What follows belongs to an exercise in optimizing a design on an open flow for small area and a short achievable clock period; a production flow would make more cautious choices. At most, simulation tests tie the RTL to the original design; equivalence was not proved. The flow treats the clock pin as an ideal source. Dropping or thinning the clock tree relies on that and would not hold on a real chip. Power is estimated from default activity; no workload was simulated.

// bcnn_pipeline
module bcnn_pipeline (
    input  wire       clk,
    input  wire       reset,
    input  wire       pixel_in,
    input  wire       valid_in,
    input  wire [8:0] weight_bits1,
    input  wire [8:0] weight_bits2,
    input  wire [3:0] threshold1,
    input  wire [3:0] threshold2,
    output reg        pixel_out,
    output reg        valid_out
);
Size in the first run: about 32 I/O pins, about 4900 µm² of cells after synthesis.
export LEC_CHECK = 0
export CAP_MARGIN = 20
export CORE_MARGIN = 2
export CORE_UTILIZATION = 40
export SLEW_MARGIN = 20
create_clock -name core_clock -period 4.0 [get_ports {clk}]
run.sh (not shown) runs the stock make flow with config.mk's settings and CLKGATE_MAP_FILE= SYNTH_SCRIPT=/design/flow/synth_recipe.tcl, a recipe that flattens the netlist after the stock synthesis.
The starting point finished with timing, DRC and antenna clean.
Next try:
Settings changed: SETUP_SLACK_MARGIN set to 1.9.
Worst setup slack gets better by 0.39 ns.
Via count goes up by a few percent.
Die area is unchanged.
Next try:
Settings changed: SETUP_SLACK_MARGIN 1.9 to 2.2.
What happened:
- routed wire length is higher by 12%
- synthesized cell count is unchanged
- clock power stays flat
- total power goes up by 2.5%
- hold slack gets better by 0.0044 ns
Next try:
Settings changed: ABC_CLOCK_PERIOD_IN_PS set to 1500, SETUP_SLACK_MARGIN 2.2 to not set.
- final cell count drops by 6.1%
- combinational power went down by about 30%
- worst hold slack degrades by 0.0033 ns
No run of this note included a check of the RTL's function; only the layout flow was run.

* * *

Another version of the RTL of bcnn_pipeline (not shown whole).
For scale: about 330 cells after synthesis, roughly 120 flip-flops, ~32 I/O pins.
## bcnn_pipeline
module bcnn_pipeline (
    input  wire       clk,
    input  wire       reset,
    input  wire       pixel_in,
    input  wire       valid_in,
    input  wire [8:0] weight_bits1,
    input  wire [8:0] weight_bits2,
    input  wire [3:0] threshold1,
    input  wire [3:0] threshold2,
    output reg        pixel_out,
    output reg        valid_out
);
==> flow/config.mk <==
export PLATFORM = sky130hd
export DESIGN_NAME = bcnn_pipeline
export DESIGN_NICKNAME = bcnn_pipeline
export VERILOG_FILES = /design/flow/design.v
export SDC_FILE = /design/flow/constraint.sdc
export NUM_CORES = 4
export LEC_CHECK = 0
export CAP_MARGIN = 20
export CORE_MARGIN = 2
export CORE_UTILIZATION = 40
export SETUP_SLACK_MARGIN = 2.2
export SLEW_MARGIN = 20
export TNS_END_PERCENT = 10
==> flow/constraint.sdc <==
create_clock -name core_clock -period 4.0 [get_ports {clk}]
set_input_delay 0.8000 -clock core_clock [delete_from_list [all_inputs] [get_ports {clk}]]
set_output_delay 0.8000 -clock core_clock [all_outputs]
set_load 0.01 [all_outputs]
standard.sh (not shown) runs the stock make flow with config.mk's settings and CLKGATE_MAP_FILE= SYNTH_SCRIPT=/design/flow/synth_recipe.tcl, a recipe that flattens the netlist after the stock synthesis.
==> flow/flow/run.sh <==
#!/bin/bash
# Standard ORFS layout (the standard.sh) with two changes:
#  - ports are buffered with a small buffer cell (resizing may grow it);
#  - the clock tree is built by flow/manual_cts.tcl: the clock port drives one
#    root clkbuf, which drives a few clkbufs, each feeding a balanced group of
#    flip-flops (all sinks at the same depth).
set -euo pipefail
W=$PWD
export BUFFER_PORTS_ARGS="-buffer_cell sky130_fd_sc_hd__buf_1"
export PRE_CTS_TCL=$W/flow/manual_cts.tcl
export MCTS_CLOCK_PORT=clk
export MCTS_ROOT=sky130_fd_sc_hd__clkbuf_8
export MCTS_BUF=sky130_fd_sc_hd__clkbuf_16
export MCTS_GROUPS=6
bash standard.sh > $W/standard_flow.log 2>&1
==> flow/flow/manual_cts.tcl <==
# Replaces clock_tree_synthesis for this small design: the clock port drives a
# few clkbuf cells directly, each feeding a balanced group of the flip-flops
# (groups from a median split of the sink locations).
proc mcts_split {items axis parts} {
  # items: list of {iterm x y}; returns list of groups
  if {$parts <= 1} { return [list $items] }
  set idx [expr {$axis == "x" ? 1 : 2}]
  set sorted [lsort -real -index $idx $items]
  set n [llength $sorted]
  set h [expr {$parts / 2}]
  set cut [expr {int(round(double($n) * $h / $parts))}]
  set a [lrange $sorted 0 [expr {$cut - 1}]]
  set b [lrange $sorted $cut end]
  set next [expr {$axis == "x" ? "y" : "x"}]
  return [concat [mcts_split $a $next $h] [mcts_split $b $next [expr {$parts - $h}]]]
}

proc clock_tree_synthesis {args} {
  set db [ord::get_db]
  set block [ord::get_db_block]
  set port [$block findBTerm $::env(MCTS_CLOCK_PORT)]
  set clk_net [$port getNet]
  set master [$db findMaster $::env(MCTS_BUF)]
  set parts $::env(MCTS_GROUPS)
  # optional root buffer between the port and the leaf buffers
  set drv_net $clk_net
  if {[info exists ::env(MCTS_ROOT)] && $::env(MCTS_ROOT) ne ""} {
    set rmaster [$db findMaster $::env(MCTS_ROOT)]
    set rinst [odb::dbInst_create $block $rmaster "clkbuf_root"]
    set core [$block getCoreArea]
    $rinst setLocation [expr {([$core xMin] + [$core xMax]) / 2}] [expr {([$core yMin] + [$core yMax]) / 2}]
    $rinst setPlacementStatus PLACED
    set drv_net [odb::dbNet_create $block "clknet_root"]
    $drv_net setSigType CLOCK
  }
  set items {}
  foreach it [$clk_net getITerms] {
    set inst [$it getInst]
    set box [$inst getBBox]
    lappend items [list $it [expr {([$box xMin] + [$box xMax]) / 2.0}] [expr {([$box yMin] + [$box yMax]) / 2.0}]]
  }
  puts "manual CTS: [llength $items] sinks in $parts groups of $::env(MCTS_BUF)"
  set k 0
  foreach group [mcts_split $items x $parts] {
    set sx 0.0; set sy 0.0
    foreach g $group { set sx [expr {$sx + [lindex $g 1]}]; set sy [expr {$sy + [lindex $g 2]}] }
    set cx [expr {int($sx / [llength $group])}]
    set cy [expr {int($sy / [llength $group])}]
    set inst [odb::dbInst_create $block $master "clkbuf_leaf_$k"]
    $inst setLocation $cx $cy
    $inst setPlacementStatus PLACED
    set net [odb::dbNet_create $block "clknet_leaf_$k"]
    $net setSigType CLOCK
    [$inst findITerm A] connect $drv_net
    [$inst findITerm X] connect $net
    foreach g $group {
      set it [lindex $g 0]
      $it disconnect
      $it connect $net
    }
    puts "  group $k: [llength $group] sinks, buffer at $cx $cy"
    incr k
  }
  if {$drv_net ne $clk_net} {
    [$rinst findITerm A] connect $clk_net
    [$rinst findITerm X] connect $drv_net
    # root buffer at the centroid of the leaf buffers
    set sx 0; set sy 0
    for {set i 0} {$i < $k} {incr i} {
      set b [[$block findInst "clkbuf_leaf_$i"] getLocation]
      set sx [expr {$sx + [lindex $b 0]}]; set sy [expr {$sy + [lindex $b 1]}]
    }
    $rinst setLocation [expr {$sx / $k}] [expr {$sy / $k}]
  }
  $clk_net setSigType CLOCK
  set_propagated_clock [all_clocks]
}
The first run finished with timing, DRC and antenna clean.
Next try:
--- a/flow/config.mk
+++ b/flow/config.mk
@@ -11 +11 @@
-export SETUP_SLACK_MARGIN = 2.2
+export SETUP_SLACK_MARGIN = 2.4
@@ -13 +12,0 @@
-export TNS_END_PERCENT = 10
What happened: Via count climbs by 1.6%; critical path depth stays the same; design area went up by 7.7%.
Next try:
--- a/flow/flow/run.sh
+++ b/flow/flow/run.sh
@@ -12 +12 @@
-export MCTS_ROOT=sky130_fd_sc_hd__clkbuf_8
+export MCTS_ROOT=sky130_fd_sc_hd__clkbuf_4
@@ -14 +14 @@
-export MCTS_GROUPS=6
+export MCTS_GROUPS=5
--- a/flow/config.mk
+++ b/flow/config.mk
@@ -11 +11 @@
-export SETUP_SLACK_MARGIN = 2.4
+export SETUP_SLACK_MARGIN = 2.2
The new run finished clean; setup slack is worse by 0.030 ns; die area is unchanged; utilization came out lower by 2.9 points; cell count came out lower by 2.6%; global-route usage came out lower by 0.55 points; sequential share of layout area came out higher by 3.5 points; design area came out lower by 5.8%; synthesized area is unchanged; combinational power came out lower by 12%.
Next try:
--- a/flow/config.mk
+++ b/flow/config.mk
@@ -10,0 +11 @@
+export PLACE_DENSITY = 0.8
Outcome: Total power falls by 0.48%; sequential share of layout area falls by 0.18 points; setup slack degrades by 0.034 ns; synthesized cell count is unchanged; wire length falls by 0.82%; register-to-register slack degrades by 0.03 ns; combinational power is about the same; die area stays the same; final cell count rises by 0.97%.
In every run of this note, the design's own scripts or RTL, not TritonCTS, make the clock network.

-- what the ideal ports hide --
How much do the figures lean on ideal ports? The routed layouts below were timed once more, with nothing changed but the port constraints.
Step 1 (the two cells are an assumption about what drives the block):
set clk [get_ports {clk}]
set_driving_cell -lib_cell sky130_fd_sc_hd__clkbuf_16 $clk
set_driving_cell -lib_cell sky130_fd_sc_hd__buf_2 [delete_from_list [all_inputs] $clk]
Step 2 moves the port delays by t, midway between the first and last clock arrival at a register: inputs arrive t later, outputs are due t later. That takes back most of the time a late clock gives input paths.
a / b / c = no drivers / after step 1 / after step 2; a / b = the first two.
| run | shift t [ns] | slack for setup (ns) | worst setup path at the end | worst slew at a driven data input, ns |
|---|---|---|---|---|
| the first run of note 1 | 0.435 | 1.506 / 1.520 / 1.085 | input to register | 0.04 |
| the second run of note 1 | 0.436 | 1.892 / 1.908 / 1.472 | input to register | 0.04 |
| the third run of note 1 | 0.436 | 2.076 / 2.089 / 1.655 | input to register | 0.05 |
| the fourth run of note 1 | 0.435 | 1.506 / 1.520 / 1.085 | input to register | 0.04 |
| the first run of note 2 | 0.404 | 2.116 / 2.116 / 1.729 | input to register | 0.05 |
| the second run of note 2 | 0.402 | 2.210 / 2.208 / 1.805 | input to register | 0.05 |
| the third run of note 2 | 0.474 | 2.180 / 2.186 / 1.718 | input to register | 0.05 |
| the fourth run of note 2 | 0.471 | 2.146 / 2.150 / 1.679 | input to register | 0.04 |
After both steps setup and hold are still met in every run listed. The setup slack of the fourth run of note 2, which loses most, moves by +0.004 ns with the drivers and by -0.467 ns with both steps.
